What follows belongs to an exercise in optimizing a design on an open flow for small area; a production flow would make more cautious choices.
Only simulation tests tie the RTL to the original design; equivalence was not proved.
Power and IR drop assume default switching activity.

### design.v
`timescale 1ns / 1ps
module vga_640x480(
	input  wire       clk,
	input  wire       clr,
	output wire       hsync,
	output wire       vsync,
	output reg  [9:0] x,
	output reg  [9:0] y,
	output wire       xjump,
	output wire       vidon
);
	function [15:0] radd(input [15:0] a, input [15:0] b, input cin);
		integer i;
		reg c;
		begin
			c = cin;
			for (i = 0; i < 16; i = i + 1) begin
				radd[i] = a[i] ^ b[i] ^ c;
				c = (a[i] & b[i]) | (c & (a[i] ^ b[i]));
			end
		end
	endfunction
	function ltc(input [15:0] a, input [15:0] k);
		integer i;
		reg r;
		begin
			r = 1'b0;
			for (i = 0; i < 16; i = i + 1)
				r = k[i] ? (~a[i] | r) : (~a[i] & r);
			ltc = r;
		end
	endfunction
	reg vsenable;
	wire xend = (x == 10'd654);
	assign xjump = xend | (&x);
	wire [15:0] xinc = radd({6'd0, x}, 16'd0, 1'b1);
	wire [15:0] yinc = radd({6'd0, y}, 16'd0, 1'b1);
	always @(posedge clk) begin
		if (clr) begin
			x <= 10'd879;
			vsenable <= 1'b0;
		end else begin
			x <= xend ? 10'd879 : xinc[9:0];
			vsenable <= xend;
		end
	end
	always @(posedge clk) begin
		if (clr)
			y <= 10'd992;
		else if (vsenable)
			y <= (y == 10'd488) ? 10'd992 : yinc[9:0];
	end
	assign hsync = ~(!ltc(x, 655) && ltc(x, 975));
	assign vsync = ~(y[9:1] == 9'd496);
	assign vidon = ltc(x, 639) && ltc(y, 479);
endmodule
`timescale 1ns / 1ps
module vga_initials(
	input  wire        clk,
	input  wire        rst,
	input  wire        tick,
	input  wire        vidon,
	input  wire        xjump,
	input  wire [9:0]  x,
	input  wire [9:0]  y,
	input  wire [10:0] nax, nbx, ncx,    
	input  wire [8:0]  at, bt, ct,
	input  wire [9:0]  bird,
	input  wire [7:0]  back_data,
	input  wire [7:0]  bird_data1,
	input  wire [7:0]  bird_data2,
	input  wire [7:0]  bird_data3,
	input  wire [7:0]  downtube_data1,
	input  wire [7:0]  downtube_data2,
	input  wire [7:0]  downtube_data3,
	input  wire [7:0]  uptube_data1,
	input  wire [7:0]  uptube_data2,
	input  wire [7:0]  uptube_data3,
	input  wire [7:0]  strip_data,
	input  wire [7:0]  num_data1,
	input  wire [7:0]  num_data2,
	input  wire [7:0]  num_data3,
	input  wire [3:0]  score1,
	input  wire [3:0]  score2,
	input  wire [3:0]  score3,
	input  wire [1:0]  state,
	input  wire [7:0]  startback_data,
	input  wire [7:0]  retback_data,
	output wire [10:0] startback_add,
	output wire [10:0] retback_add,
	output wire [10:0] num_add1,
	output wire [10:0] num_add2,
	output wire [10:0] num_add3,
	output wire [8:0]  strip_add,
	output wire [12:0] downtube_add1,
	output wire [12:0] downtube_add2,
	output wire [12:0] downtube_add3,
	output wire [12:0] uptube_add1,
	output wire [12:0] uptube_add2,
	output wire [12:0] uptube_add3,
	output wire [14:0] back_add,
	output wire [9:0]  bird_add,
	output reg  [2:0]  red,
	output reg  [2:0]  green,
	output reg  [1:0]  blue
);
	function [15:0] radd(input [15:0] a, input [15:0] b, input cin);
		integer i;
		reg c;
		begin
			c = cin;
			for (i = 0; i < 16; i = i + 1) begin
				radd[i] = a[i] ^ b[i] ^ c;
				c = (a[i] & b[i]) | (c & (a[i] ^ b[i]));
			end
		end
	endfunction
	function ltc(input [15:0] a, input [15:0] k);
		integer i;
		reg r;
		begin
			r = 1'b0;
			for (i = 0; i < 16; i = i + 1)
				r = k[i] ? (~a[i] | r) : (~a[i] & r);
			ltc = r;
		end
	endfunction
	function [10:0] nconst1(input [3:0] s, input y0);
		case ({s, y0})
			5'd0: nconst1 = 11'd1228;
			5'd1: nconst1 = 11'd1358;
			5'd2: nconst1 = 11'd1241;
			5'd3: nconst1 = 11'd1371;
			5'd4: nconst1 = 11'd1254;
			5'd5: nconst1 = 11'd1384;
			5'd6: nconst1 = 11'd1267;
			5'd7: nconst1 = 11'd1397;
			5'd8: nconst1 = 11'd1280;
			5'd9: nconst1 = 11'd1410;
			5'd10: nconst1 = 11'd1293;
			5'd11: nconst1 = 11'd1423;
			5'd12: nconst1 = 11'd1306;
			5'd13: nconst1 = 11'd1436;
			5'd14: nconst1 = 11'd1319;
			5'd15: nconst1 = 11'd1449;
			5'd16: nconst1 = 11'd1332;
			5'd17: nconst1 = 11'd1462;
			5'd18: nconst1 = 11'd1345;
			5'd19: nconst1 = 11'd1475;
			5'd20: nconst1 = 11'd1358;
			5'd21: nconst1 = 11'd1488;
			5'd22: nconst1 = 11'd1371;
			5'd23: nconst1 = 11'd1501;
			5'd24: nconst1 = 11'd1384;
			5'd25: nconst1 = 11'd1514;
			5'd26: nconst1 = 11'd1397;
			5'd27: nconst1 = 11'd1527;
			5'd28: nconst1 = 11'd1410;
			5'd29: nconst1 = 11'd1540;
			5'd30: nconst1 = 11'd1423;
			5'd31: nconst1 = 11'd1553;
			default: nconst1 = 11'd0;
		endcase
	endfunction
	function [10:0] nconst2(input [3:0] s, input y0);
		case ({s, y0})
			5'd0: nconst2 = 11'd1215;
			5'd1: nconst2 = 11'd1345;
			5'd2: nconst2 = 11'd1228;
			5'd3: nconst2 = 11'd1358;
			5'd4: nconst2 = 11'd1241;
			5'd5: nconst2 = 11'd1371;
			5'd6: nconst2 = 11'd1254;
			5'd7: nconst2 = 11'd1384;
			5'd8: nconst2 = 11'd1267;
			5'd9: nconst2 = 11'd1397;
			5'd10: nconst2 = 11'd1280;
			5'd11: nconst2 = 11'd1410;
			5'd12: nconst2 = 11'd1293;
			5'd13: nconst2 = 11'd1423;
			5'd14: nconst2 = 11'd1306;
			5'd15: nconst2 = 11'd1436;
			5'd16: nconst2 = 11'd1319;
			5'd17: nconst2 = 11'd1449;
			5'd18: nconst2 = 11'd1332;
			5'd19: nconst2 = 11'd1462;
			5'd20: nconst2 = 11'd1345;
			5'd21: nconst2 = 11'd1475;
			5'd22: nconst2 = 11'd1358;
			5'd23: nconst2 = 11'd1488;
			5'd24: nconst2 = 11'd1371;
			5'd25: nconst2 = 11'd1501;
			5'd26: nconst2 = 11'd1384;
			5'd27: nconst2 = 11'd1514;
			5'd28: nconst2 = 11'd1397;
			5'd29: nconst2 = 11'd1527;
			5'd30: nconst2 = 11'd1410;
			5'd31: nconst2 = 11'd1540;
			default: nconst2 = 11'd0;
		endcase
	endfunction
	function [10:0] nconst3(input [3:0] s, input y0);
		case ({s, y0})
			5'd0: nconst3 = 11'd1202;
			5'd1: nconst3 = 11'd1332;
			5'd2: nconst3 = 11'd1215;
			5'd3: nconst3 = 11'd1345;
			5'd4: nconst3 = 11'd1228;
			5'd5: nconst3 = 11'd1358;
			5'd6: nconst3 = 11'd1241;
			5'd7: nconst3 = 11'd1371;
			5'd8: nconst3 = 11'd1254;
			5'd9: nconst3 = 11'd1384;
			5'd10: nconst3 = 11'd1267;
			5'd11: nconst3 = 11'd1397;
			5'd12: nconst3 = 11'd1280;
			5'd13: nconst3 = 11'd1410;
			5'd14: nconst3 = 11'd1293;
			5'd15: nconst3 = 11'd1423;
			5'd16: nconst3 = 11'd1306;
			5'd17: nconst3 = 11'd1436;
			5'd18: nconst3 = 11'd1319;
			5'd19: nconst3 = 11'd1449;
			5'd20: nconst3 = 11'd1332;
			5'd21: nconst3 = 11'd1462;
			5'd22: nconst3 = 11'd1345;
			5'd23: nconst3 = 11'd1475;
			5'd24: nconst3 = 11'd1358;
			5'd25: nconst3 = 11'd1488;
			5'd26: nconst3 = 11'd1371;
			5'd27: nconst3 = 11'd1501;
			5'd28: nconst3 = 11'd1384;
			5'd29: nconst3 = 11'd1514;
			5'd30: nconst3 = 11'd1397;
			5'd31: nconst3 = 11'd1527;
			default: nconst3 = 11'd0;
		endcase
	endfunction
	function [3:0] mnext(input [3:0] mm, input j, input t);
		case ({mm, j, t})
			6'd0: mnext = 4'd1;
			6'd1: mnext = 4'd2;
			6'd2: mnext = 4'd9;
			6'd3: mnext = 4'd10;
			6'd4: mnext = 4'd2;
			6'd5: mnext = 4'd3;
			6'd6: mnext = 4'd10;
			6'd7: mnext = 4'd11;
			6'd8: mnext = 4'd3;
			6'd9: mnext = 4'd4;
			6'd10: mnext = 4'd11;
			6'd11: mnext = 4'd0;
			6'd12: mnext = 4'd4;
			6'd13: mnext = 4'd5;
			6'd14: mnext = 4'd0;
			6'd15: mnext = 4'd1;
			6'd16: mnext = 4'd5;
			6'd17: mnext = 4'd6;
			6'd18: mnext = 4'd1;
			6'd19: mnext = 4'd2;
			6'd20: mnext = 4'd6;
			6'd21: mnext = 4'd7;
			6'd22: mnext = 4'd2;
			6'd23: mnext = 4'd3;
			6'd24: mnext = 4'd7;
			6'd25: mnext = 4'd8;
			6'd26: mnext = 4'd3;
			6'd27: mnext = 4'd4;
			6'd28: mnext = 4'd8;
			6'd29: mnext = 4'd9;
			6'd30: mnext = 4'd4;
			6'd31: mnext = 4'd5;
			6'd32: mnext = 4'd9;
			6'd33: mnext = 4'd10;
			6'd34: mnext = 4'd5;
			6'd35: mnext = 4'd6;
			6'd36: mnext = 4'd10;
			6'd37: mnext = 4'd11;
			6'd38: mnext = 4'd6;
			6'd39: mnext = 4'd7;
			6'd40: mnext = 4'd11;
			6'd41: mnext = 4'd0;
			6'd42: mnext = 4'd7;
			6'd43: mnext = 4'd8;
			6'd44: mnext = 4'd0;
			6'd45: mnext = 4'd1;
			6'd46: mnext = 4'd8;
			6'd47: mnext = 4'd9;
			6'd48: mnext = 4'd1;
			6'd49: mnext = 4'd2;
			6'd50: mnext = 4'd9;
			6'd51: mnext = 4'd10;
			6'd52: mnext = 4'd2;
			6'd53: mnext = 4'd3;
			6'd54: mnext = 4'd10;
			6'd55: mnext = 4'd11;
			6'd56: mnext = 4'd3;
			6'd57: mnext = 4'd4;
			6'd58: mnext = 4'd11;
			6'd59: mnext = 4'd12;
			6'd60: mnext = 4'd4;
			6'd61: mnext = 4'd5;
			6'd62: mnext = 4'd12;
			6'd63: mnext = 4'd13;
			default: mnext = 4'd0;
		endcase
	endfunction
	reg [3:0] cnt;
	reg [3:0] m;
	always @(posedge clk) begin
		if (rst) begin
			cnt <= 4'd0;
			m <= 4'd3;
		end else begin
			if (tick)
				cnt <= {cnt[3] ^ (&cnt[2:0]), cnt[2] ^ (&cnt[1:0]), cnt[1] ^ cnt[0], ~cnt[0]};
			m <= mnext(m, xjump, tick);
		end
	end
	wire [15:0] y5 = radd({8'd0, y[9:2]}, {6'd0, y[9:2], 2'b0}, 1'b0);
	wire [15:0] bk = radd(y5, {13'd0, x[9:7]}, 1'b0);
	assign back_add = {bk[9:0], x[6:2]};
	wire [15:0] yb = radd({6'd0, y}, ~{6'd0, bird}, 1'b1);
	wire [15:0] ba1 = radd({6'd0, x}, {yb[14:0], 1'b0}, 1'b0);
	wire [15:0] ba2 = radd(ba1, {yb[10:0], 5'b0}, 1'b0);
	wire [15:0] ba3 = radd(ba2, 16'd632, 1'b0);
	assign bird_add = ba3[9:0];
	wire [15:0] sa = radd({5'd0, nax}, {6'd0, x}, 1'b0);
	wire [15:0] sb = radd({5'd0, nbx}, {6'd0, x}, 1'b0);
	wire [15:0] sc = radd({5'd0, ncx}, {6'd0, x}, 1'b0);
	wire [11:0] da = {sa[11], ~sa[10:0]};
	wire [11:0] db = {sb[11], ~sb[10:0]};
	wire [11:0] dc = {sc[11], ~sc[10:0]};
	wire [15:0] ea = radd({7'd0, at}, ~{6'd0, y}, 1'b1);
	wire [15:0] eb = radd({7'd0, bt}, ~{6'd0, y}, 1'b1);
	wire [15:0] ec = radd({7'd0, ct}, ~{6'd0, y}, 1'b1);
	function [25:0] tubeadd(input [11:0] d, input [15:0] e);
		reg [15:0] p, q, q3, t, pt, up, dn;
		begin
			p = {{6{d[11]}}, d[11:2]};
			q = {{7{e[10]}}, e[10:2]};
			q3 = radd(q, {q[14:0], 1'b0}, 1'b0);
			t = radd({q3[12:0], 3'b0}, q, 1'b0);
			dn = radd(p, t, 1'b0);
			pt = radd(p, ~t, 1'b1);
			up = radd(pt, (e[1:0] != 2'b00) ? -16'd650 : -16'd625, 1'b0);
			tubeadd = {dn[12:0], up[12:0]};
		end
	endfunction
	assign {downtube_add1, uptube_add1} = tubeadd(da, ea);
	assign {downtube_add2, uptube_add2} = tubeadd(db, eb);
	assign {downtube_add3, uptube_add3} = tubeadd(dc, ec);
	wire [15:0] nb1 = radd({7'd0, x[9:1]}, {6'd0, y[9:1], 1'b0}, 1'b0);
	wire [15:0] nb2 = radd(nb1, {5'd0, y[4:1], 7'd0}, 1'b0);
	wire [15:0] na1 = radd(nb2, {5'd0, nconst1(score1, y[0])}, x[0]);
	wire [15:0] na2 = radd(nb2, {5'd0, nconst2(score2, y[0])}, x[0]);
	wire [15:0] na3 = radd(nb2, {5'd0, nconst3(score3, y[0])}, x[0]);
	assign num_add1 = na1[10:0];
	assign num_add2 = na2[10:0];
	assign num_add3 = na3[10:0];
	wire [15:0] y3 = radd({6'd0, y}, {5'd0, y, 1'b0}, 1'b0);
	reg [6:0] s55;    
	always @(*) begin
		case (m[3:2])
			2'd0: s55 = 7'd55;
			2'd1: s55 = 7'd56;
			2'd2: s55 = 7'd57;
			default: s55 = 7'd58;
		endcase
	end
	wire [15:0] st = radd(y3, {9'd0, s55}, 1'b0);
	assign strip_add = {st[6:0], m[1:0]};
	wire [15:0] r1 = radd(y3, {8'd0, y[3:0], 4'd0}, 1'b0);       
	wire [15:0] r2 = radd(r1, {9'd0, x[9:3]}, 1'b0);
	wire [15:0] r3 = radd(r2, 16'd18, 1'b0);
	assign retback_add = {r3[7:0], x[2:0]};
	wire [15:0] s1 = radd(r3, {8'd0, y[7:0]}, 1'b0);
	wire [15:0] s2 = radd(s1, 16'd16, 1'b0);
	assign startback_add = {s2[7:0], x[2:0]};
	wire in_bird = !ltc(x, 151) && ltc(x, 184) &&
	               (yb[10] || yb[9:0] == 10'd0) && (!yb[10] || !ltc(yb[9:0], 1001));
	wire nrow = !ltc(y, 41) && ltc(y, 71);
	wire n1 = (num_data1 != 8'hFF) && !ltc(x, 275) && ltc(x, 301) && nrow && (score1 != 4'd0);
	wire n2 = (num_data2 != 8'hFF) && !ltc(x, 301) && ltc(x, 327) && nrow && ((score2 != 4'd0) || (score1 != 4'd0));
	wire n3 = (num_data3 != 8'hFF) && !ltc(x, 327) && ltc(x, 353) && nrow;
	wire capt = !ltc(x, 241) && !ltc(y, 240) && ltc(y, 251);
	wire in_a = !da[11] && ltc(da[10:0], 100);
	wire in_b = !db[11] && ltc(db[10:0], 100);
	wire in_c = !dc[11] && ltc(dc[10:0], 100);
	wire dn_a = !ea[10], up_a = ea[10] && ltc(ea[10:0], 1949);
	wire dn_b = !eb[10], up_b = eb[10] && ltc(eb[10:0], 1949);
	wire dn_c = !ec[10], up_c = ec[10] && ltc(ec[10:0], 1949);
	wire nf_b1 = ~&bird_data1, nf_b2 = ~&bird_data2, nf_b3 = ~&bird_data3;
	wire nf_d1 = ~&downtube_data1, nf_d2 = ~&downtube_data2, nf_d3 = ~&downtube_data3;
	wire nf_u1 = ~&uptube_data1, nf_u2 = ~&uptube_data2, nf_u3 = ~&uptube_data3;
	wire nf_sb = ~&startback_data, nf_rb = ~&retback_data;
	wire play = ~state[1];                      
	wire ystrip = !ltc(y, 451);
	wire sel_strip = vidon & ystrip;
	wire q1 = vidon & ~ystrip;
	wire sel_sb = q1 & play & (state == 2'd0) & capt & ltc(x, 400) & nf_sb;
	wire q2 = q1 & play & ~sel_sb;
	wire birdz = q2 & in_bird;
	wire f1 = (cnt[3:2] == 2'b00) | (cnt[3:2] == 2'b11);
	wire f2 = (cnt[3:2] == 2'b01);
	wire f3 = (cnt[3:2] == 2'b10);
	wire sel_b1 = birdz & f1 & nf_b1;
	wire sel_b2 = birdz & f2 & nf_b2;
	wire sel_b3 = birdz & f3 & nf_b3;
	wire nr = (q2 & ~in_bird) | (q1 & ~play);
	wire sel_n1 = nr & n1;
	wire sel_n2 = nr & ~n1 & n2;
	wire sel_n3 = nr & ~n1 & ~n2 & n3;
	wire q4 = nr & ~n1 & ~n2 & ~n3;
	wire ta = q4 & play & in_a;
	wire tb = q4 & play & ~in_a & in_b;
	wire tc = q4 & play & ~in_a & ~in_b & in_c;
	wire sel_d1 = ta & dn_a & nf_d1;
	wire sel_u1 = ta & ~(dn_a & nf_d1) & up_a & nf_u1;
	wire sel_d2 = tb & dn_b & nf_d2;
	wire sel_u2 = tb & ~(dn_b & nf_d2) & up_b & nf_u2;
	wire sel_d3 = tc & dn_c & nf_d3;
	wire sel_u3 = tc & ~(dn_c & nf_d3) & up_c & nf_u3;
	wire sel_rb = q4 & ~play & capt & ltc(x, 392) & nf_rb;
	wire sel_back = vidon & ~(sel_strip | sel_sb | sel_b1 | sel_b2 | sel_b3 |
	                          sel_n1 | sel_n2 | sel_n3 | sel_d1 | sel_u1 |
	                          sel_d2 | sel_u2 | sel_d3 | sel_u3 | sel_rb);
	wire [7:0] pix = ({8{sel_strip}} & strip_data) | ({8{sel_sb}} & startback_data) |
	                 ({8{sel_b1}} & bird_data1) | ({8{sel_b2}} & bird_data2) |
	                 ({8{sel_b3}} & bird_data3) | ({8{sel_n1}} & num_data1) |
	                 ({8{sel_n2}} & num_data2) | ({8{sel_n3}} & num_data3) |
	                 ({8{sel_d1}} & downtube_data1) | ({8{sel_u1}} & uptube_data1) |
	                 ({8{sel_d2}} & downtube_data2) | ({8{sel_u2}} & uptube_data2) |
	                 ({8{sel_d3}} & downtube_data3) | ({8{sel_u3}} & uptube_data3) |
	                 ({8{sel_rb}} & retback_data) | ({8{sel_back}} & back_data);
	always @(*) {red, green, blue} = pix;
endmodule
`timescale 1ns / 1ps
module randomgenerator(
	input  wire       clk,
	input  wire       rst,
	input  wire       fly,
	output reg  [8:0] num
);
	function [15:0] radd(input [15:0] a, input [15:0] b, input cin);
		integer i;
		reg c;
		begin
			c = cin;
			for (i = 0; i < 16; i = i + 1) begin
				radd[i] = a[i] ^ b[i] ^ c;
				c = (a[i] & b[i]) | (c & (a[i] ^ b[i]));
			end
		end
	endfunction
	function ltc(input [15:0] a, input [15:0] k);
		integer i;
		reg r;
		begin
			r = 1'b0;
			for (i = 0; i < 16; i = i + 1)
				r = k[i] ? (~a[i] | r) : (~a[i] & r);
			ltc = r;
		end
	endfunction
	wire [15:0] dn = radd({7'd0, num}, -16'd24, 1'b0);
	wire [15:0] up = radd({7'd0, num}, 16'd325, 1'b0);
	wire [15:0] inc = radd({7'd0, num}, 16'd0, 1'b1);
	always @(posedge clk) begin
		if (rst)
			num <= 9'd0;
		else if (fly)
			num <= !ltc(num, 24) ? dn[8:0] : up[8:0];
		else
			num <= (num == 9'd348) ? 9'd0 : inc[8:0];
	end
endmodule
`timescale 1ns / 1ps
module objects(
	input  wire        clk,
	input  wire        rst,
	input  wire        clk10ms,
	input  wire [8:0]  num,
	input  wire        fly,
	input  wire        start,
	input  wire        ret,
	output reg  [10:0] nax, nbx, ncx,
	output reg  [8:0]  at, bt, ct,
	output reg  [9:0]  bird,
	output reg         plusone,
	output reg         clr,
	output reg  [1:0]  state
);
	function [15:0] radd(input [15:0] a, input [15:0] b, input cin);
		integer i;
		reg c;
		begin
			c = cin;
			for (i = 0; i < 16; i = i + 1) begin
				radd[i] = a[i] ^ b[i] ^ c;
				c = (a[i] & b[i]) | (c & (a[i] ^ b[i]));
			end
		end
	endfunction
	function ltc(input [15:0] a, input [15:0] k);
		integer i;
		reg r;
		begin
			r = 1'b0;
			for (i = 0; i < 16; i = i + 1)
				r = k[i] ? (~a[i] | r) : (~a[i] & r);
			ltc = r;
		end
	endfunction
	function hit(input [10:0] ntx, input [8:0] tt, input [9:0] b);
		reg [15:0] d;
		begin
			d = radd({6'd0, b}, ~{7'd0, tt}, 1'b1);
			hit = !ltc(ntx, 1765) && ltc(ntx, 1897) &&
			      (d[10] || ltc(d[9:0], 25) || !ltc(d[9:0], 100));
		end
	endfunction
	reg [12:0] speed;
	reg tf, sf, rf;
	wire go1 = start & ~sf & (state == 2'd0);
	wire go0 = ret & ~rf & (state == 2'd2);
	wire init = rst | ((state == 2'd0) & ~go1);
	wire step = ~rst & (state == 2'd1) & clk10ms & ~tf;
	wire az = &nax, bz = &nbx, cz = &ncx;
	wire [15:0] ainc = radd({5'd0, nax}, 16'd0, step);
	wire [15:0] binc = radd({5'd0, nbx}, 16'd0, step);
	wire [15:0] cinc = radd({5'd0, ncx}, 16'd0, step);
	wire [15:0] sinc = radd({3'd0, speed}, 16'd0, step);
	wire [15:0] bnew = radd({6'd0, bird}, {6'd0, speed[12:3] & {10{step}}}, 1'b0);
	always @(posedge clk) begin
		if (init) begin
			speed <= 13'd0;
			nax <= ~11'd740; nbx <= ~11'd1010; ncx <= ~11'd1280;
			at <= 9'd220; bt <= 9'd330; ct <= 9'd210;
			bird <= 10'd250;
			plusone <= 1'b0;
		end else begin
			speed <= (step & fly) ? -13'd15 : sinc[12:0];
			nax <= (step & az) ? (ncx[1] ? ~11'd810 : ~11'd812) : ainc[10:0];
			nbx <= (step & bz) ? (nax[0] ? ~11'd812 : ~11'd811) : binc[10:0];
			ncx <= (step & cz) ? ~11'd812 : cinc[10:0];
			if (step & az) at <= num;
			if (step & bz) bt <= num;
			if (step & cz) ct <= num;
			bird <= bnew[9:0];
			if (step)
				plusone <= (nax == ~11'd201) || (nbx == ~11'd201) || (ncx == ~11'd201);
		end
	end
	always @(posedge clk) begin
		if (rst) begin
			state <= 2'd0;
			tf <= 1'b0; sf <= 1'b0; rf <= 1'b0;
			clr <= 1'b0;
		end else begin
			tf <= clk10ms; sf <= start; rf <= ret;
			if (go1)
				state <= 2'd1;
			else if (go0)
				state <= 2'd0;
			else if (state == 2'd0)
				clr <= 1'b1;
			else begin
				clr <= 1'b0;
				if (step && (hit(nax, at, bird) || hit(nbx, bt, bird) || hit(ncx, ct, bird) || !ltc(bird, 451)))
					state <= 2'd2;
			end
		end
	end
endmodule
`timescale 1ns / 1ps
module scorecnt(
	input  wire       clk,
	input  wire       rst,
	input  wire       plusone,
	input  wire       reset,
	output reg  [3:0] s0, s1, s2,
	output reg  [3:0] h0, h1, h2
);
	function ltu(input [11:0] a, input [11:0] b);
		integer i;
		reg r;
		begin
			r = 1'b0;
			for (i = 0; i < 12; i = i + 1)
				r = (~a[i] & b[i]) | (~(a[i] ^ b[i]) & r);
			ltu = r;
		end
	endfunction
	function [3:0] inc4(input [3:0] d);
		inc4 = {d[3] ^ (d[2] & d[1] & d[0]), d[2] ^ (d[1] & d[0]), d[1] ^ d[0], ~d[0]};
	endfunction
	reg fp;
	wire inc = plusone & ~fp;
	wire wrap = (s2 == 4'd10) && (s1 == 4'd2) && (s0 == 4'd3);
	wire c0 = (s0 == 4'd9);
	wire c1 = (s1 == 4'd9);
	always @(posedge clk) begin
		if (rst) begin
			fp <= 1'b0;
			{s2, s1, s0} <= 12'd0;
			{h2, h1, h0} <= 12'd0;
		end else begin
			fp <= plusone;
			if (reset || (inc && wrap))
				{s2, s1, s0} <= 12'd0;
			else begin
				if (inc) begin
					s0 <= c0 ? 4'd0 : inc4(s0);
					if (c0) begin
						s1 <= c1 ? 4'd0 : inc4(s1);
						if (c1)
							s2 <= inc4(s2);
					end
				end
			end
			if (!reset && ltu({h2, h1, h0}, {s2, s1, s0}))
				{h2, h1, h0} <= {s2, s1, s0};
		end
	end
endmodule
`timescale 1ns / 1ps
module flappy_core(
	input  wire        clk,
	input  wire        rst,
	input  wire        tick,
	input  wire        fly,
	input  wire        start,
	input  wire        ret,
	input  wire        rnd_btn,
	input  wire [7:0]  back_data,
	input  wire [7:0]  bird_data1,
	input  wire [7:0]  bird_data2,
	input  wire [7:0]  bird_data3,
	input  wire [7:0]  downtube_data1,
	input  wire [7:0]  downtube_data2,
	input  wire [7:0]  downtube_data3,
	input  wire [7:0]  uptube_data1,
	input  wire [7:0]  uptube_data2,
	input  wire [7:0]  uptube_data3,
	input  wire [7:0]  strip_data,
	input  wire [7:0]  num_data1,
	input  wire [7:0]  num_data2,
	input  wire [7:0]  num_data3,
	input  wire [7:0]  startback_data,
	input  wire [7:0]  retback_data,
	output wire        hsync,
	output wire        vsync,
	output wire [2:0]  red,
	output wire [2:0]  green,
	output wire [1:0]  blue,
	output wire [14:0] back_add,
	output wire [9:0]  bird_add,
	output wire [12:0] downtube_add1,
	output wire [12:0] downtube_add2,
	output wire [12:0] downtube_add3,
	output wire [12:0] uptube_add1,
	output wire [12:0] uptube_add2,
	output wire [12:0] uptube_add3,
	output wire [8:0]  strip_add,
	output wire [10:0] num_add1,
	output wire [10:0] num_add2,
	output wire [10:0] num_add3,
	output wire [10:0] startback_add,
	output wire [10:0] retback_add,
	output wire [1:0]  game_state,
	output wire [9:0]  bird_y,
	output wire [12:0] tube_x1,
	output wire [12:0] tube_x2,
	output wire [12:0] tube_x3,
	output wire [9:0]  tube_top1,
	output wire [9:0]  tube_top2,
	output wire [9:0]  tube_top3,
	output wire [3:0]  score_d0,
	output wire [3:0]  score_d1,
	output wire [3:0]  score_d2,
	output wire [3:0]  high_score_d0,
	output wire [3:0]  high_score_d1,
	output wire [3:0]  high_score_d2
);
	wire vidon, xjump;
	wire [9:0] x, y;
	wire [8:0] num;
	wire [10:0] nax, nbx, ncx;
	wire [8:0] at, bt, ct;
	wire [9:0] bird;
	wire [3:0] s0, s1, s2, h0, h1, h2;
	wire plusone;
	wire clr2;
	wire [1:0] state;
	vga_640x480 U2 (.clk(clk), .clr(rst), .hsync(hsync), .vsync(vsync), .x(x), .y(y), .xjump(xjump), .vidon(vidon));
	vga_initials U3 (.clk(clk), .rst(rst), .tick(tick), .vidon(vidon), .xjump(xjump), .x(x), .y(y),
		.nax(nax), .nbx(nbx), .ncx(ncx), .at(at), .bt(bt), .ct(ct), .bird(bird),
		.back_data(back_data), .back_add(back_add), .red(red), .green(green), .blue(blue),
		.bird_add(bird_add), .bird_data1(bird_data1), .bird_data2(bird_data2), .bird_data3(bird_data3),
		.downtube_add1(downtube_add1), .downtube_data1(downtube_data1),
		.uptube_data1(uptube_data1), .uptube_add1(uptube_add1),
		.downtube_add2(downtube_add2), .downtube_data2(downtube_data2),
		.uptube_data2(uptube_data2), .uptube_add2(uptube_add2),
		.downtube_add3(downtube_add3), .downtube_data3(downtube_data3),
		.uptube_data3(uptube_data3), .uptube_add3(uptube_add3),
		.strip_data(strip_data), .strip_add(strip_add),
		.num_add1(num_add1), .num_add2(num_add2), .num_add3(num_add3),
		.num_data1(num_data1), .num_data2(num_data2), .num_data3(num_data3),
		.score1(s2), .score2(s1), .score3(s0), .state(state),
		.startback_add(startback_add), .startback_data(startback_data),
		.retback_add(retback_add), .retback_data(retback_data));
	randomgenerator U4 (.clk(clk), .rst(rst), .fly(rnd_btn), .num(num));
	objects U5 (.clk(clk), .rst(rst), .clk10ms(tick), .num(num), .fly(fly), .nax(nax), .nbx(nbx), .ncx(ncx),
		.at(at), .bt(bt), .ct(ct), .bird(bird), .plusone(plusone),
		.start(start), .ret(ret), .clr(clr2), .state(state));
	scorecnt U20 (.clk(clk), .rst(rst), .plusone(plusone), .reset(clr2),
		.s0(s0), .s1(s1), .s2(s2), .h0(h0), .h1(h1), .h2(h2));
	assign game_state = state;
	assign bird_y     = bird;
	assign tube_x1    = {2'b0, ~nax};
	assign tube_x2    = {2'b0, ~nbx};
	assign tube_x3    = {2'b0, ~ncx};
	assign tube_top1  = {1'b0, at};
	assign tube_top2  = {1'b0, bt};
	assign tube_top3  = {1'b0, ct};
	assign score_d0   = s0;
	assign score_d1   = s1;
	assign score_d2   = s2;
	assign high_score_d0 = h0;
	assign high_score_d1 = h1;
	assign high_score_d2 = h2;
endmodule
### flow/run.sh
#!/bin/bash
# The standard layout (standard.sh), with these changes:
#  - after synthesis, the netlist is reworked and then laid out:
#    flow/polar.py re-chooses the polarity of the full adders and rebuilds half
#    adders with inverted inputs from plain gates (fewer inverters);
#    flow/remap.sh maps the remaining plain logic again with ABC's area mapper
#    (adders, flip-flops and their names untouched);
#    flow/debuf.py drops buffers that only copy a net to an output port;
#    flow/eq.sh then proves the result equivalent to the synthesized netlist,
#    register by register; if any step fails, the synthesized netlist is used;
#  - the port buffers use the smallest buffer cell;
#  - clock tree synthesis uses clkbuf_8 and no dummy loads.
set -euo pipefail
export BUFFER_PORTS_ARGS="-buffer_cell sky130_fd_sc_hd__buf_1"
export CTS_ARGS="-sink_clustering_enable -repair_clock_nets -buf_list sky130_fd_sc_hd__clkbuf_8 -dont_use_dummy_load"
bash standard.sh synth > synth.log 2>&1
R=orfs/results/${FLOW_PLATFORM:-sky130hd}/flappy_core/base
cp "$R/1_2_yosys.v" net0_synth.v
if python3 flow/polar.py net0_synth.v net1_polar.v > rework.log 2>&1 &&
   bash flow/remap.sh net1_polar.v net2_remap.v >> rework.log 2>&1 &&
   python3 flow/debuf.py net2_remap.v net3_debuf.v >> rework.log 2>&1 &&
   bash flow/eq.sh net0_synth.v net3_debuf.v; then
  echo "rework: netlist replaced" >> rework.log
  cp net3_debuf.v "$R/1_2_yosys.v"
  rm -f "$R/1_synth.odb" "$R/1_synth.sdc"
else
  echo "rework: kept the synthesized netlist" >> rework.log
fi
bash standard.sh > standard_flow.log 2>&1
### flow/area.abc
strash
dc2
dch
amap
topo
### flow/debuf.py
#!/usr/bin/env python3
"""Drop the buffers that only copy an internal net to an output port.

Yosys inserts such a buffer (insbuf) wherever an output port is an alias of
another net. When the net is driven by a cell (not by an input port) and the
buffer is the only one on it that feeds a port, the buffer is removed and the
net takes the port's name. The layout buffers every port anyway.

usage: debuf.py IN.v OUT.v
"""
import re
import sys

OUT_PINS = {"X", "Y", "Q", "Q_N", "SUM", "COUT", "HI", "LO"}


def norm(n):
    n = n.strip()
    return n + " " if n.startswith("\\") else n


def main(src, dst):
    text = open(src).read()
    m = re.search(r"\bmodule\s+(\S+)\s*\((.*?)\);", text, re.S)
    body_start, body_end = m.end(), text.rindex("endmodule")
    body = text[body_start:body_end]
    outputs, inputs = set(), set()
    for kind, rng, name in re.findall(r"^\s*(output|input)\s+(\[\d+:\d+\]\s*)?(\S+)\s*;", body, re.M):
        names = [name]
        if rng:
            hi, lo = map(int, re.findall(r"\d+", rng))
            names = [f"{name}[{i}]" for i in range(min(hi, lo), max(hi, lo) + 1)]
        (outputs if kind == "output" else inputs).update(names)
    if re.search(r"^\s*assign\b", body, re.M):
        sys.exit("assign statements are not handled")
    cell_re = re.compile(r"^\s*(sky130_fd_sc_hd__\w+)\s+(\S+)\s*\((.*?)\);\s*$", re.M | re.S)
    pin_re = re.compile(r"\.(\w+)\(\s*(.*?)\s*\)\s*(?:,|$)", re.S)
    cells = []
    for c in cell_re.finditer(body):
        pins = {p.group(1): norm(p.group(2)) for p in pin_re.finditer(c.group(3))}
        cells.append([c.group(1), c.group(2), pins, c.span()])
    driver = {}
    for i, (t, n, pins, _) in enumerate(cells):
        for p, net in pins.items():
            if p in OUT_PINS:
                driver[net] = i
    rename = {}
    drop = set()
    for i, (t, n, pins, _) in enumerate(cells):
        if not re.match(r"^sky130_fd_sc_hd__buf_\d+$", t):
            continue
        a, x = pins.get("A"), pins.get("X")
        if a is None or x is None or x.strip() not in outputs:
            continue
        if a.strip() in inputs or a.strip() in outputs or a not in driver:
            continue
        if a in rename:
            continue
        rename[a] = x
        drop.add(i)
    out, pos = [], 0
    for i, (t, n, pins, (s, e)) in enumerate(cells):
        out.append(body[pos:s])
        pos = e
        if i in drop:
            continue
        conns = ",\n".join(f"    .{p}({rename.get(net, net)})" for p, net in pins.items())
        out.append(f"\n  {t} {n} (\n{conns}\n  );")
    out.append(body[pos:])
    newbody = "".join(out)
    # drop the declarations of the renamed nets
    for a in rename:
        newbody = re.sub(r"^\s*wire\s+" + re.escape(a.strip()) + r"\s*;\s*$\n?", "", newbody, flags=re.M)
    open(dst, "w").write(text[:body_start] + newbody + text[body_end:])
    sys.stderr.write(f"debuf: removed {len(drop)} port copy buffers\n")


if __name__ == "__main__":
    main(sys.argv[1], sys.argv[2])
### flow/dontuse.txt
-dont_use sky130_fd_sc_hd__lpflow_bleeder_1 -dont_use sky130_fd_sc_hd__lpflow_clkbufkapwr_1 -dont_use sky130_fd_sc_hd__lpflow_clkbufkapwr_16 -dont_use sky130_fd_sc_hd__lpflow_clkbufkapwr_2 -dont_use sky130_fd_sc_hd__lpflow_clkbufkapwr_4 -dont_use sky130_fd_sc_hd__lpflow_clkbufkapwr_8 -dont_use sky130_fd_sc_hd__lpflow_clkinvkapwr_1 -dont_use sky130_fd_sc_hd__lpflow_clkinvkapwr_16 -dont_use sky130_fd_sc_hd__lpflow_clkinvkapwr_2 -dont_use sky130_fd_sc_hd__lpflow_clkinvkapwr_4 -dont_use sky130_fd_sc_hd__lpflow_clkinvkapwr_8 -dont_use sky130_fd_sc_hd__lpflow_decapkapwr_12 -dont_use sky130_fd_sc_hd__lpflow_decapkapwr_3 -dont_use sky130_fd_sc_hd__lpflow_decapkapwr_4 -dont_use sky130_fd_sc_hd__lpflow_decapkapwr_6 -dont_use sky130_fd_sc_hd__lpflow_decapkapwr_8 -dont_use sky130_fd_sc_hd__lpflow_inputiso0n_1 -dont_use sky130_fd_sc_hd__lpflow_inputiso0p_1 -dont_use sky130_fd_sc_hd__lpflow_inputiso1n_1 -dont_use sky130_fd_sc_hd__lpflow_inputiso1p_1 -dont_use sky130_fd_sc_hd__lpflow_inputisolatch_1 -dont_use sky130_fd_sc_hd__lpflow_isobufsrc_1 -dont_use sky130_fd_sc_hd__lpflow_isobufsrc_16 -dont_use sky130_fd_sc_hd__lpflow_isobufsrc_2 -dont_use sky130_fd_sc_hd__lpflow_isobufsrc_4 -dont_use sky130_fd_sc_hd__lpflow_isobufsrc_8 -dont_use sky130_fd_sc_hd__lpflow_isobufsrckapwr_16 -dont_use sky130_fd_sc_hd__lpflow_lsbuf_lh_hl_isowell_tap_1 -dont_use sky130_fd_sc_hd__lpflow_lsbuf_lh_hl_isowell_tap_2 -dont_use sky130_fd_sc_hd__lpflow_lsbuf_lh_hl_isowell_tap_4 -dont_use sky130_fd_sc_hd__lpflow_lsbuf_lh_isowell_4 -dont_use sky130_fd_sc_hd__lpflow_lsbuf_lh_isowell_tap_1 -dont_use sky130_fd_sc_hd__lpflow_lsbuf_lh_isowell_tap_2 -dont_use sky130_fd_sc_hd__lpflow_lsbuf_lh_isowell_tap_4 -dont_use sky130_fd_sc_hd__probe_p_8 -dont_use sky130_fd_sc_hd__probec_p_8 
### flow/eq.sh
#!/bin/bash
# eq.sh GOLD.v GATE.v: prove that two mapped netlists of the top module are
# equivalent (same registers, matched by name). Exits non-zero unless proven.
set -uo pipefail
TOP=${FLOW_TOP:-flappy_core}
LIB=$FLOW_HOME/platforms/${FLOW_PLATFORM:-sky130hd}/lib/sky130_fd_sc_hd__tt_025C_1v80.lib
YOSYS=$(command -v yosys || echo "$FLOW_HOME/../tools/install/yosys/bin/yosys")
"$YOSYS" -p "read_liberty -ignore_miss_func $LIB; read_verilog $1; rename $TOP gold; read_verilog $2; rename $TOP gate; setattr -mod -unset top gold gate; flatten gold gate; opt_clean; rename -hide gold/w:_* gate/w:_*; equiv_make gold gate eq; hierarchy -top eq; equiv_simple; equiv_induct; equiv_status -assert" > eq.log 2>&1
### flow/polar.py
#!/usr/bin/env python3
"""Re-choose the polarity of the full adders in a mapped sky130 netlist.

A full adder is self-dual: FA(~a, ~b, ~c) = (~sum, ~cout). Yosys's extract_fa
often picks the polarity that needs an inverter on an input and on an output of
every bit of a subtraction. This pass removes the netlist's inverters (except
those driving ports), picks for each fa_1 whether to use it flipped so that as
few nets as possible need their complement, and then adds one inverter per net
whose complement is still needed. Registers and all other cells are untouched.

usage: polar.py IN.v OUT.v
"""
import re
import sys

OUT_PINS = {"X", "Y", "Q", "Q_N", "SUM", "COUT", "HI", "LO"}
INV_RE = re.compile(r"^sky130_fd_sc_hd__(clk)?inv_\d+$")
FA_RE = re.compile(r"^sky130_fd_sc_hd__fa_\d+$")


def main(src, dst):
    text = open(src).read()
    m = re.search(r"\bmodule\s+(\S+)\s*\((.*?)\);", text, re.S)
    mod_start = m.end()
    mod_end = text.rindex("endmodule")
    body = text[mod_start:mod_end]
    outputs = set()
    for d in re.finditer(r"^\s*output\s+(\[\d+:\d+\]\s*)?(\S+)\s*;", body, re.M):
        rng, name = d.group(1), d.group(2)
        if rng:
            hi, lo = map(int, re.findall(r"\d+", rng))
            for i in range(min(hi, lo), max(hi, lo) + 1):
                outputs.add(f"{name}[{i}]")
        else:
            outputs.add(name)
    if re.search(r"^\s*assign\b", body, re.M):
        sys.exit("assign statements are not handled")

    # cells: (type, name, {pin: net}, span in body)
    cells = []
    cell_re = re.compile(r"^\s*(sky130_fd_sc_hd__\w+)\s+(\S+)\s*\((.*?)\);\s*$", re.M | re.S)
    pin_re = re.compile(r"\.(\w+)\(\s*(.*?)\s*\)\s*(?:,|$)", re.S)
    for c in cell_re.finditer(body):
        pins = {}
        for p in pin_re.finditer(c.group(3)):
            net = p.group(2).strip()
            if net.startswith("\\"):
                net = net + " "  # escaped identifiers end with a space
            pins[p.group(1)] = net
        cells.append([c.group(1), c.group(2), pins, c.span()])

    driver = {}
    for i, (t, n, pins, _) in enumerate(cells):
        for p, net in pins.items():
            if p in OUT_PINS:
                driver[net] = (i, p)

    def is_removable_inv(i):
        t, n, pins, _ = cells[i]
        return INV_RE.match(t) and pins["Y"] not in outputs and pins["Y"].strip() not in outputs

    lit_cache = {}

    def lit(net):
        if net in lit_cache:
            return lit_cache[net]
        d = driver.get(net)
        if d is not None and is_removable_inv(d[0]):
            b, q = lit(cells[d[0]][2]["A"])
            r = (b, q ^ 1)
        else:
            r = (net, 0)
        lit_cache[net] = r
        return r

    fa_ids = [i for i, c in enumerate(cells) if FA_RE.match(c[0])]
    flip = {i: 0 for i in fa_ids}
    # loads: list of (cell index, pin, base, pol)
    loads = []
    for i, (t, n, pins, _) in enumerate(cells):
        if is_removable_inv(i):
            continue
        for p, net in pins.items():
            if p in OUT_PINS:
                continue
            if re.match(r"^\d+'[bh]", net.strip()):
                continue
            b, q = lit(net)
            loads.append((i, p, b, q))
    port_loads = []
    for o in outputs:
        for key in (o, ):
            if key in driver:
                b, q = lit(key)
                port_loads.append((b, q))

    # phi: physical polarity of a base net
    def phi(b):
        d = driver.get(b)
        if d is not None and d[0] in flip:
            return flip[d[0]]
        return 0

    from collections import defaultdict
    req = defaultdict(lambda: [0, 0])
    loads_of_cell = defaultdict(list)
    for k, (i, p, b, q) in enumerate(loads):
        qq = q ^ (flip[i] if i in flip else 0)
        req[b][qq] += 1
        loads_of_cell[i].append(k)
    for b, q in port_loads:
        req[b][q] += 1

    def net_cost(b):
        return 1 if req[b][phi(b) ^ 1] > 0 else 0

    def total():
        return sum(net_cost(b) for b in list(req.keys()))

    def affected(group):
        nets = set()
        for i in group:
            for k in loads_of_cell[i]:
                nets.add(loads[k][2])
            for p in ("SUM", "COUT"):
                nets.add(cells[i][2][p])
        return nets

    def toggle(group):
        for i in group:
            for k in loads_of_cell[i]:
                _, _, b, q = loads[k]
                req[b][q ^ flip[i]] -= 1
                req[b][q ^ flip[i] ^ 1] += 1
            flip[i] ^= 1

    def try_group(group):
        nets = affected(group)
        before = sum(net_cost(b) for b in nets)
        toggle(group)
        after = sum(net_cost(b) for b in nets)
        if after < before:
            return before - after
        toggle(group)
        return 0

    # carry chains: COUT -> CIN between adders
    parent = {i: i for i in fa_ids}

    def find(i):
        while parent[i] != i:
            parent[i] = parent[parent[i]]
            i = parent[i]
        return i

    for i in fa_ids:
        co = cells[i][2]["COUT"]
        for j in fa_ids:
            pass
    cin_of = defaultdict(list)
    for j in fa_ids:
        cin_of[cells[j][2]["CIN"]].append(j)
    for i in fa_ids:
        for j in cin_of.get(cells[i][2]["COUT"], []):
            parent[find(i)] = find(j)
    chains = defaultdict(list)
    for i in fa_ids:
        chains[find(i)].append(i)

    start = total()
    improved = True
    rounds = 0
    while improved and rounds < 50:
        improved = False
        rounds += 1
        for g in chains.values():
            if try_group(g):
                improved = True
        for i in fa_ids:
            if try_group([i]):
                improved = True
    end = total()
    n_inv_before = sum(1 for i in range(len(cells)) if is_removable_inv(i))
    sys.stderr.write(f"polar: {len(fa_ids)} adders, {sum(flip.values())} flipped; "
                     f"removable inverters {n_inv_before} -> {end} (model start {start})\n")

    # Half adders that need the complement on an input are rebuilt from
    # plain gates, which take either polarity: ~a ^ ~b = a ^ b and
    # ~a & ~b = nor(a, b); ~a ^ b = xnor(a, b) and ~a & b = nor2b(a, b).
    HA_RE = re.compile(r"^sky130_fd_sc_hd__ha_\d+$")
    split_ha = {}
    changed = True
    while changed:
        changed = False
        for i, c in enumerate(cells):
            if not HA_RE.match(c[0]) or i in split_ha:
                continue
            ks = [k for k in loads_of_cell[i]]
            need = {}
            for k in ks:
                _, p, b, q = loads[k]
                need[p] = (b, q, q ^ phi(b))
            if set(need) != {"A", "B"}:
                continue
            inv = [p for p in ("A", "B") if need[p][2]]
            if not inv:
                continue
            if len(inv) == 1:
                b, q, _ = need[inv[0]]
                if req[b][q] != 1:
                    continue
            for k in ks:
                _, p, b, q = loads[k]
                req[b][q] -= 1
                req[b][q ^ 1] += 0
            split_ha[i] = {p: (need[p][0], need[p][2]) for p in ("A", "B")}
            loads_of_cell[i] = []
            changed = True
    end2 = total()
    sys.stderr.write(f"polar: {len(split_ha)} half adders rebuilt from gates; inverters -> {end2}\n")

    # emit
    fresh = [0]
    new_wires = []

    def new_net():
        fresh[0] += 1
        name = f"_polar{fresh[0]}_"
        new_wires.append(name)
        return name

    phys = {}  # (base, q) -> net name carrying base^q
    new_cells = []

    def net_for(b, q):
        key = (b, q)
        if key in phys:
            return phys[key]
        f = phi(b)
        if f == 0:
            if q == 0:
                phys[key] = b
            else:
                n = new_net()
                new_cells.append((b, n))
                phys[key] = n
        else:
            pn = net_for_flipped_driver(b)
            if q == 1:
                phys[key] = pn
            else:
                new_cells.append((pn, b))
                phys[key] = b
        return phys[key]

    flipped_out = {}

    def net_for_flipped_driver(b):
        if b not in flipped_out:
            flipped_out[b] = new_net()
        return flipped_out[b]

    # rewire loads
    for (i, p, b, q) in loads:
        if i in split_ha:
            continue
        qq = q ^ (flip[i] if i in flip else 0)
        cells[i][2][p] = net_for(b, qq)
    gate_cells = []
    for i, pins_need in split_ha.items():
        (ba, ia), (bb, ib) = pins_need["A"], pins_need["B"]
        wa = net_for(ba, phi(ba))
        wb = net_for(bb, phi(bb))
        s_net = cells[i][2]["SUM"]
        c_net = cells[i][2]["COUT"]
        if ia and ib:
            gate_cells.append(("sky130_fd_sc_hd__xor2_1", {"A": wa, "B": wb, "X": s_net}))
            gate_cells.append(("sky130_fd_sc_hd__nor2_1", {"A": wa, "B": wb, "Y": c_net}))
        else:
            if ib:
                wa, wb = wb, wa
            # the pin on wa needs the complement
            gate_cells.append(("sky130_fd_sc_hd__xnor2_1", {"A": wa, "B": wb, "Y": s_net}))
            gate_cells.append(("sky130_fd_sc_hd__nor2b_1", {"A": wa, "B_N": wb, "Y": c_net}))
    # ports needing the true value of a flipped base net
    for b, q in port_loads:
        net_for(b, q)
    # flipped adder outputs
    for i in fa_ids:
        if flip[i]:
            for p in ("SUM", "COUT"):
                b = cells[i][2][p]
                cells[i][2][p] = net_for_flipped_driver(b)

    # buffers that only copy a net to an output port (yosys's insbuf) are
    # made the smallest buffer: the layout puts its own buffer at every port
    nbuf = 0
    for c in cells:
        if re.match(r"^sky130_fd_sc_hd__buf_\d+$", c[0]) and c[0] != "sky130_fd_sc_hd__buf_1":
            y = c[2].get("X", "")
            if y in outputs or y.strip() in outputs:
                c[0] = "sky130_fd_sc_hd__buf_1"
                nbuf += 1
    sys.stderr.write(f"polar: {nbuf} port copy buffers made buf_1\n")

    out = []
    pos = 0
    for i, (t, n, pins, (s, e)) in enumerate(cells):
        out.append(body[pos:s])
        pos = e
        if is_removable_inv(i) or i in split_ha:
            continue
        conns = ",\n".join(f"    .{p}({net})" for p, net in pins.items())
        out.append(f"\n  {t} {n} (\n{conns}\n  );")
    out.append(body[pos:])
    extra = "".join(f"  wire {w};\n" for w in new_wires)
    for k, (a, y) in enumerate(new_cells):
        extra += f"  sky130_fd_sc_hd__inv_1 _polarinv{k}_ (\n    .A({a}),\n    .Y({y})\n  );\n"
    for k, (t, pins) in enumerate(gate_cells):
        conns = ",\n".join(f"    .{p}({net})" for p, net in pins.items())
        extra += f"  {t} _polarg{k}_ (\n{conns}\n  );\n"
    newbody = "".join(out)
    result = text[:mod_start] + "\n" + extra + newbody + text[mod_end:]
    open(dst, "w").write(result)
    sys.stderr.write(f"polar: wrote {len(new_cells)} inverters\n")


if __name__ == "__main__":
    main(sys.argv[1], sys.argv[2])
### flow/remap.sh
#!/bin/bash
# remap.sh IN.v OUT.v: map the plain logic of a mapped netlist again with ABC's
# area mapper (flow/area.abc), keeping the full adders, flip-flops and tie cells as
# they are (half adders are mapped again too). Cells on the platform's don't-use list (flow/dontuse.txt) stay unused.
set -uo pipefail
D=$(cd "$(dirname "$0")" && pwd)
TOP=${FLOW_TOP:-flappy_core}
LIB=$FLOW_HOME/platforms/${FLOW_PLATFORM:-sky130hd}/lib/sky130_fd_sc_hd__tt_025C_1v80.lib
YOSYS=$(command -v yosys || echo "$FLOW_HOME/../tools/install/yosys/bin/yosys")
DU=$(cat "$D/dontuse.txt")
KEEP="sky130_fd_sc_hd__fa_1 sky130_fd_sc_hd__dfxtp_1 sky130_fd_sc_hd__conb_1"
"$YOSYS" -p "read_liberty -ignore_miss_func $LIB; blackbox $KEEP; read_verilog $1; hierarchy -top $TOP; flatten; rename -hide w:_*.*; opt_clean; abc -liberty $LIB $DU -script $D/area.abc; opt_clean -purge; splitnets; insbuf -buf sky130_fd_sc_hd__buf_1 A X; opt_clean -purge; stat -liberty $LIB; write_verilog -noattr -noexpr -nohex -nodec $2" > remap.log 2>&1
### standard.sh
#!/bin/bash
# synth_recipe.tcl (not shown) runs the flow's synth.tcl, then flattens the netlist and writes it again
# the make line also repeats each setting of config.mk as NAME=value (left out here)
make -C /OpenROAD-flow-scripts/flow DESIGN_CONFIG=/design/flow/config.mk WORK_HOME=/design/flow/orfs CLKGATE_MAP_FILE= SYNTH_SCRIPT=/design/flow/synth_recipe.tcl "${@:-finish}"
### config.mk
export PLATFORM = sky130hd
export DESIGN_NAME = flappy_core
export DESIGN_NICKNAME = flappy_core
export VERILOG_FILES = /design/flow/design.v
export SDC_FILE = /design/flow/constraint.sdc
export NUM_CORES = 4
export LEC_CHECK = 0
export CAP_MARGIN = 20
export CORE_MARGIN = 2
export CORE_UTILIZATION = 60
export SLEW_MARGIN = 20
### constraint.sdc
create_clock -name core_clock -period 14.0 [get_ports {clk}]
set_input_delay 2.8000 -clock core_clock [delete_from_list [all_inputs] [get_ports {clk}]]
set_output_delay 2.8000 -clock core_clock [all_outputs]
set_load 0.01 [all_outputs]
==> impl_metrics.toml, run 1 <==
[setup_path]
crit_type = "flip-flop to output port"
reg2reg_slack_ps = 8820
r2r_start = "U5.state[1]"
reg2reg_depth = 17
worstPathRequired_ps = 11200
worstPathArrival_ps = 9620
r2r_end = "U5.bird[9]"
cpPeakStageDelay_ps = 750
start_kind = "flip-flop"
slowest_stage = "dfxtp_1"
crit_family = "adder cells"
crit_buf_inv = 5
critPathCaptureType = "output port"
cpMostUsedCell = "fa_1"
path_max_fanout = 16

[route]
firstDrtPassIters = 7
via_per_inst = 6.11
drt_iter0_markers = 2093
via_count = 16800
wl_per_cell_um = 21.2
drc = 0
finalWirelength_um = 58400
postRouteAntennaNets = 0

[clocking]
cts_sinks = 153
clock_latency_ps = 480
clk_pin_slew_ps = 70
cts.repair.resized = 0
cts_setup_buffers = 0
cts_buffer_depth = 2
cts_tree = "done"
htreeDepth = 4
root_buffer = "clkbuf_8"
postCtsHoldBufs = 0
cts_made_buffers = 17

[job]
maxCapViolCount = 0

[die]
coreArea_um2 = 26800
die_w_um = 169
row_count = 60
dieHeight_um = 169
die_area_um2 = 28400
ios = 417
initial_core_util = 0.606

[sta]
fin_tns_setup_ps = 0
max_freq_mhz = 80.5
hold_viol_final = 0
finalCritPeriodShare = 0.887
maxSlewHeadroom = 0.305
drv_slew = 0
fin_skew_ps = 33.8
final-setup-viol-count = 0
worst_pin_slew_ps = 1030
fin_crit_ps = 12420
rsz0062_at_grt = "no"

[outcome]
outcome = "timing/DRC/antenna clean"

[power]
vdd_drop_max_uv = 68.6
p_total_mw = 1.28
pwr_density_cell_nw_per_um2 = 69.3
power_leakage_nw = 6.50

[grt]
grt_max_degree = 32
track_usage = 0.413
grt_pass1_wl_um = 89000
overflow = 0
antenna_found_initial = 0
grt_pass1_vias = 16400

[finish]
fin_area_um2 = 18500
nNetsFinal = 2842
syn_to_final_growth_pct = 14.0
fill_cells = 2305
multi_input_area_um2 = 11800
drive_above_1_share = 0.0132
final_cell_mix = "407 x buf_1, 371 x clkinv_1, 348 x nor2_1, 289 x fa_1, 159 x nand2_1"
seq_area_um2 = 3060
fin_util = 0.691
layout.cells.most_common = "buf_1"
antenna_cells = 0

[place]
dp_hpwl_um = 48600
place.gp.congestion = 0.991
dpl_cell_area_um2 = 18300
io_buffers = 407

[worst_hold_path]
min_to = "U20.fp"
hold_path_class = "flip-flop to flip-flop"
worstHoldPathCells = 2
min_from = "U5.plusone"

[synthesis]
syn_area_per_cell_um2 = 8.18
synthCells = 1986
yosys_warnings = 5
syn_area_um2 = 16300
routing by layer:
metal | routed length (µm) | share of wire | global-route usage | vias to the layer above
li1 | - | - | - | 7483
met1 | 21800 | 0.37 | 0.533 | 8034
met2 | 27200 | 0.47 | 0.677 | 1098
met3 | 6160 | 0.11 | 0.0835 | 221
met4 | 3210 | 0.055 | 0.195 | 0
met5 | 0 | 0 | 0 | -
worst min-delay path, cell delays in order, from the launching register on:
cell      delay, ps
dfxtp_1         310
clkinv_1         70
nor2_1           40
metrics by stage:
| step | cells | hold WS (ps) | setup slack, ps |
|---|---|---|---|
| floorplan | 1994 | 413 | 2550 |
| global placement | 2740 | 431 | 2190 |
| detailed placement | 2740 | 444 | 2040 |
| CTS | 2757 | 453 | 1540 |
| global route | 2757 | 469 | 942 |
| finish | 2757 | 455 | 1580 |
how the worst max path moves through the flow:
stage	start	endpoint	slack [ps]	cells after the start
finish	U2.y[0]	uptube_add3[12]	1580	25
global route	U2.y[0]	uptube_add3[12]	940	25
CTS	U2.y[0]	uptube_add3[12]	1540	25
detailed placement	U2.y[0]	uptube_add3[12]	2040	25
global placement	U2.y[0]	uptube_add3[12]	2190	25
floorplan	U2.y[0]	uptube_add3[12]	2550	24
state kept, by name, summed over array words and instances, names as in the netlist, 9 cells and up:
signal,count
U5.speed,13
U5.nax,11
U5.nbx,11
U5.ncx,11
U2.x,10
U2.y,10
U5.bird,10
U4.num,9
U5.at,9
U5.bt,9
U5.ct,9
layout make-up:
| type | instances | share of cell area |
|---|---|---|
| well taps | 341 | 0.0230 |
| repair buffers | 422 | 0.0886 |
| flip-flops and latches | 153 | 0.165 |
| multi-input cells | 1453 | 0.635 |
| clock buffers | 17 | 0.0126 |
| inverters | 371 | 0.0752 |
power breakdown:
part,internal (mW),switching [mW]
Clock,0.107,0.159
Sequential,0.445,0.0170
Combinational,0.192,0.365
==> run 2: changes to the inputs <==
==> flow/area.abc (replaced) <==
strash
dc2
dch
amap
strash
dc2
dch
amap
strash
dc2
dch
amap
topo
==> run 2 against run 1 <==
Against the previous run:
- still clean on timing, DRC and antenna
- non-clock buffer count is 1 higher
- maximum frequency is 0.96% higher
- clock skew is 9.7 ps higher
- worst setup slack improved by 120 ps
- first-iteration DRC count decreased by 10%
- global-route usage rose by 0.18 points
- wire length is 0.11% lower
- critical path depth up 1
- final cell count decreased by 1.4%
- critical path type unchanged
==> impl_metrics.toml, run 2 <==
[clocking]
cts.repair.resized = 0
clk_pin_slew_ps = 80
clock_latency_ps = 480
postCtsHoldBufs = 0
cts_buffer_depth = 2
root_buffer = "clkbuf_8"
cts_made_buffers = 17
cts_tree = "done"
cts_sinks = 153
cts_setup_buffers = 0
htreeDepth = 4

[sta]
fin_crit_ps = 12300
final-setup-viol-count = 0
hold_viol_final = 0
worst_pin_slew_ps = 1250
drv_slew = 0
maxSlewHeadroom = 0.147
hold_slack_ps = 444
max_freq_mhz = 81.3
fin_ws_ps = 1700
fin_tns_setup_ps = 0
fin_skew_ps = 43.5
rsz0062_at_grt = "no"
finalCritPeriodShare = 0.879

[power]
pwr_density_cell_nw_per_um2 = 70.3
p_comb_frac = 0.432
power.net_switching_uw = 543
power_leakage_nw = 6.35
vdd_drop_max_uv = 58.0
switching_share = 0.421
clock_power_share = 0.209
seqPwrFrac = 0.359
p_int_uw = 747

[die]
die_area_um2 = 28100
initial_core_util = 0.613
ios = 417
die_w_um = 168
dieHeight_um = 168
coreArea_um2 = 26200
row_count = 59

[job]
maxCapViolCount = 0

[setup_path]
r2r_end = "U5.state[1]"
crit_type = "flip-flop to output port"
worstPathArrival_ps = 9500
critPathCaptureType = "output port"
r2r_start = "U5.ct[0]"
reg2reg_slack_ps = 8590
worstPathRequired_ps = 11200
start_kind = "flip-flop"
reg2reg_depth = 18
path_max_fanout = 27

[route]
wl_per_cell_um = 21.5
drt_iter0_markers = 1881
finalWirelength_um = 58300
via_count = 16600
firstDrtPassIters = 7
via_per_inst = 6.12
postRouteAntennaNets = 0
drc = 0

[synthesis]
synthCells = 1953
syn_area_per_cell_um2 = 8.23
yosys_warnings = 5
syn_area_um2 = 16100

[grt]
grt_pass1_wl_um = 88500
antenna_found_initial = 1
grt_max_degree = 30
grt_pass1_vias = 16100
track_usage = 0.415
overflow = 0

[outcome]
outcome = "timing/DRC/antenna clean"

[place]
dp_slack_ps = 2240
dp_hpwl_um = 48400
place.gp.congestion = 1.02
dpl_cell_area_um2 = 18100
io_buffers = 407

[finish]
drive_above_1_share = 0.0138
top_register = "U5.speed"
fill_cells = 2223
final_cell_mix = "407 x buf_1, 375 x clkinv_1, 342 x nor2_1, 289 x fa_1, 153 x dfxtp_1"
largest_reg_flops = 13
nNetsFinal = 2810
syn_to_final_growth_pct = 14.1
fin_area_um2 = 18300
layout.cells.most_common = "buf_1"
antenna_cells = 0

[worst_hold_path]
min_from = "U5.plusone"
min_to = "U20.fp"
hold_path_class = "flip-flop to flip-flop"
worstHoldPathCells = 2
[run 2: cell count changes in the layout (fill, tap and decap cells not counted), sizes merged, moves of 4 or more]
cell,delta
a21oi,-11
or4,-4
nand2,-11
o211ai,-4
nor2b,-8
nor2,-6
a2111oi,+6
a31oi,+6
o22ai,+10
o21ai,-12
nand3b,+4
o2111ai,-6
clkinv,+4
[run 2: how the worst max path moves through the flow]
stage	slack [ps]	cells after the start	from	to
global placement	2480	25	U2.y[0]	uptube_add3[12]
floorplan	2480	24	U2.y[0]	uptube_add3[12]
finish	1700	26	U2.y[0]	uptube_add1[12]
CTS	1730	26	U2.y[0]	uptube_add1[12]
detailed placement	2240	26	U2.y[0]	uptube_add1[12]
global route	1160	26	U2.y[0]	uptube_add1[12]
[run 2: power groups by stage]
stage,clock (mW),combinational (mW),sequential [mW]
after floorplan,0,0.348,0.468
after global placement,0,0.539,0.472
after detailed placement,0,0.549,0.472
after CTS,0.267,0.551,0.462
after global routing,0.284,0.609,0.464
final,0.270,0.556,0.463
[run 2: critical path, cell delays in order (launching register included)]
cell and delay [ps]:
dfxtp_1 780, clkinv_1 230, buf_4 290, nor2_1 220, clkinv_1 110, fa_1 390, fa_1 390, fa_1 390
fa_1 390, fa_1 400, fa_1 390, fa_1 390, fa_1 510, clkinv_1 170, fa_1 590, clkinv_1 120
fa_1 450, fa_1 420, fa_1 440, fa_1 430, fa_1 430, fa_1 530, nand2_1 80, a21oi_1 180
nor2_1 50, a21oi_1 120, buf_1 160
[run 2: layout make-up]
type	count	area (µm²)	area share
Tap cell	335	419	0.0228
Clock buffer	17	234	0.0128
Multi-Input combinational cell	1416	11600	0.631
Timing Repair Buffer	423	1650	0.0898
Inverter	375	1410	0.0767
Sequential cell	153	3060	0.167
[run 2: layer usage]
metal  track usage  vias to the layer above  wire length [µm]  part of all wire
met4         0.173                        2              2450             0.042
met1         0.552                     7960             21800              0.37
met2         0.647                     1116             26800              0.46
met5             0                        -                17           0.00029
met3         0.114                      186              7200              0.12
li1              -                     7380                 -                 -
[run 2: per-stage QoR]
step | instances | power [mW] | utilization
final | 2719 | 1.29 | 0.700
after CTS | 2719 | 1.28 | 0.700
after global placement | 2702 | 1.01 | 0.691
after global routing | 2719 | 1.36 | 0.700
after detailed placement | 2702 | 1.02 | 0.691
after floorplan | 1961 | 0.816 | -
==> run 3: changes to the inputs <==
--- a/design.v
+++ b/design.v
@@ -548,8 +548,7 @@
 			if (step & bz) bt <= num;
 			if (step & cz) ct <= num;
 			bird <= bnew[9:0];
-			if (step)
-				plusone <= (nax == ~11'd201) || (nbx == ~11'd201) || (ncx == ~11'd201);
+			plusone <= step && ((nax == ~11'd201) || (nbx == ~11'd201) || (ncx == ~11'd201));
 		end
 	end
 	always @(posedge clk) begin
@@ -595,18 +594,15 @@
 	function [3:0] inc4(input [3:0] d);
 		inc4 = {d[3] ^ (d[2] & d[1] & d[0]), d[2] ^ (d[1] & d[0]), d[1] ^ d[0], ~d[0]};
 	endfunction
-	reg fp;
-	wire inc = plusone & ~fp;
+	wire inc = plusone;
 	wire wrap = (s2 == 4'd10) && (s1 == 4'd2) && (s0 == 4'd3);
 	wire c0 = (s0 == 4'd9);
 	wire c1 = (s1 == 4'd9);
 	always @(posedge clk) begin
 		if (rst) begin
-			fp <= 1'b0;
 			{s2, s1, s0} <= 12'd0;
 			{h2, h1, h0} <= 12'd0;
 		end else begin
-			fp <= plusone;
 			if (reset || (inc && wrap))
 				{s2, s1, s0} <= 12'd0;
 			else begin
==> run 3 against run 2 <==
Against the previous run:
- register-to-register slack improved by 240 ps
- sequential cell count decreased by 1
- still clean on timing, DRC and antenna
- first-iteration DRC count decreased by 20%
- synthesized cell count increased by 0.10%
- critical path type unchanged
- clock power decreased by 1%
- via count decreased by 1.6%
- largest power group unchanged
- wire length decreased by 2.5%
- count of clock-buffer cells in the layout unchanged
- cell area about the same
- die area about the same
- utilization about the same
==> impl_metrics.toml, run 3 <==
[sta]
maxSlewHeadroom = 0.303
worst_pin_slew_ps = 1040
hold_viol_final = 0
fin_crit_ps = 12280
fin_skew_ps = 37.2
finalCritPeriodShare = 0.877
drv_slew = 0
rsz0062_at_grt = "no"
fin_tns_setup_ps = 0
final-setup-viol-count = 0
max_freq_mhz = 81.4

[setup_path]
worstPathRequired_ps = 11200
path_max_fanout = 24
endpoint = "uptube_add1[12]"
reg2reg_slack_ps = 8830
start_kind = "flip-flop"
r2r_start = "U5.state[1]"
r2r_end = "U5.bird[9]"
cpMostUsedCell = "fa_1"
crit_family = "adder cells"
reg2reg_depth = 18
critPathCaptureType = "output port"
crit_buf_inv = 6
crit_type = "flip-flop to output port"
cpPeakStageDelay_ps = 760
slowest_stage = "dfxtp_1"
critPathLaunch = "U2.y[0]"
cp.depth = 26
worstPathArrival_ps = 9480

[finish]
seq_area_um2 = 3040
drive_above_1_share = 0.0130
top_register = "U5.speed"
syn_to_final_growth_pct = 14.0
largest_reg_flops = 13
fill_cells = 2267
final_cell_mix = "408 x buf_1, 352 x clkinv_1, 346 x nor2_1, 289 x fa_1, 166 x nand2_1"
fin_area_um2 = 18300
multi_input_area_um2 = 11700
layout.cells.most_common = "buf_1"
nNetsFinal = 2808

[grt]
track_usage = 0.410
overflow = 0
grt_max_degree = 27
antenna_found_initial = 3
grt_pass1_vias = 16100
grt_pass1_wl_um = 87700

[outcome]
outcome = "timing/DRC/antenna clean"

[place]
io_buffers = 407
place.gp.congestion = 0.983
dpl_cell_area_um2 = 18100
dp_hpwl_um = 46900

[worst_hold_path]
hold_path_class = "flip-flop to flip-flop"
worstHoldPathCells = 1

[route]
drc = 0
finalWirelength_um = 56900
drt_iter0_markers = 1514
wl_per_cell_um = 20.9
postRouteAntennaNets = 0
firstDrtPassIters = 12
via_count = 16400
via_per_inst = 6.02

[power]
power_leakage_nw = 6.43
vdd_drop_max_uv = 52.9
pwr_density_cell_nw_per_um2 = 67.8

[clocking]
cts_buffer_depth = 2
cts_made_buffers = 17
cts.repair.resized = 0
cts_sinks = 152
cts_setup_buffers = 0
postCtsHoldBufs = 0
clk_pin_slew_ps = 100
root_buffer = "clkbuf_8"
cts_tree = "done"
htreeDepth = 4
clock_latency_ps = 480

[die]
row_count = 59
coreArea_um2 = 26200
die_w_um = 168
dieHeight_um = 168
ios = 417
die_area_um2 = 28100
initial_core_util = 0.614

[synthesis]
yosys_warnings = 5
syn_area_um2 = 16100
syn_area_per_cell_um2 = 8.23
synthCells = 1955

[job]
maxCapViolCount = 0
run 3: changes by cell type in the layout (fill, tap and decap cells not counted), moves of 5 or more:
cell       delta
a2111oi_0     -7
a222oi_1      -5
a311oi_1      +6
buf_4         -5
clkinv_1     -23
nand2_1      +18
nor2b_1       +5
nor4_1       -12
o211ai_1      +7
o21ai_0      -13
o22ai_1       -8
or3_1         +6
or4_1         +5
run 3: where the power goes:
part	internal, mW	switching (mW)	total, mW
combinational	0.182	0.337	0.519
clock	0.107	0.158	0.266
sequential	0.442	0.0165	0.458
total	0.732	0.512	1.24
run 3: metal layers:
| layer | wire [µm] | track usage |
|---|---|---|
| met1 | 21300 | 0.520 |
| met4 | 3950 | 0.234 |
| met3 | 5670 | 0.0915 |
| met2 | 26000 | 0.653 |
| met5 | 0 | 0 |
run 3: how the worst min path moves through the flow:
| stage | startpoint | to |
|---|---|---|
| after floorplan | U3.cnt[1] | U3.cnt[1] |
| after global placement | U3.cnt[1] | U3.cnt[1] |
| after detailed placement | U3.cnt[1] | U3.cnt[1] |
| after CTS | U3.cnt[1] | U3.cnt[1] |
| after global routing | U3.cnt[1] | U3.cnt[1] |
| final | U3.cnt[1] | U3.cnt[1] |
run 3: layout make-up:
cell class	instances	area share
multi-input combinational	1442	0.638
sequential	152	0.166
timing repair buffer	419	0.0880
inverter	352	0.0720
tap	335	0.0228
clock buffer	17	0.0128
antenna	3	0.000409
run 3: per-stage QoR:
step	total power, mW	worst slack (ps)	hold WS [ps]	utilization	std cells
after CTS	1.24	1740	467	0.700	2717
after floorplan	0.797	2530	426	-	1963
final	1.24	1720	470	0.700	2720
after global placement	0.969	2470	437	0.691	2699
after global routing	1.31	1220	481	0.700	2720
after detailed placement	0.982	2270	455	0.691	2700

-- static timing again, ports no longer ideal --
The flow's constraints put no driver on any port. The routed layouts listed below were extracted and timed again, unchanged, in two steps.
Step 1 assumes that a clkbuf_16 drives the clock port and a buf_2 every other input.
Step 2, shift: input delay + t, output delay - t, t = (earliest + latest rising clock arrival at the registers) / 2. This alone moves slack from input paths to output paths.
a / b / c = ideal ports / drivers / drivers and shift; a / b = the first two.
run | shift t [ns] | setup WS [ns] | worst hold slack (ns)
run 1 | 0.512 | 1.580 / 1.533 / 2.045 | 0.455 / 0.455 / 0.455
run 2 | 0.504 | 1.698 / 1.649 / 2.153 | 0.444 / 0.444 / 0.444
run 3 | 0.504 | 1.722 / 1.676 / 2.180 | 0.470 / 0.470 / 0.470
After both steps setup and hold are still met in every run listed.
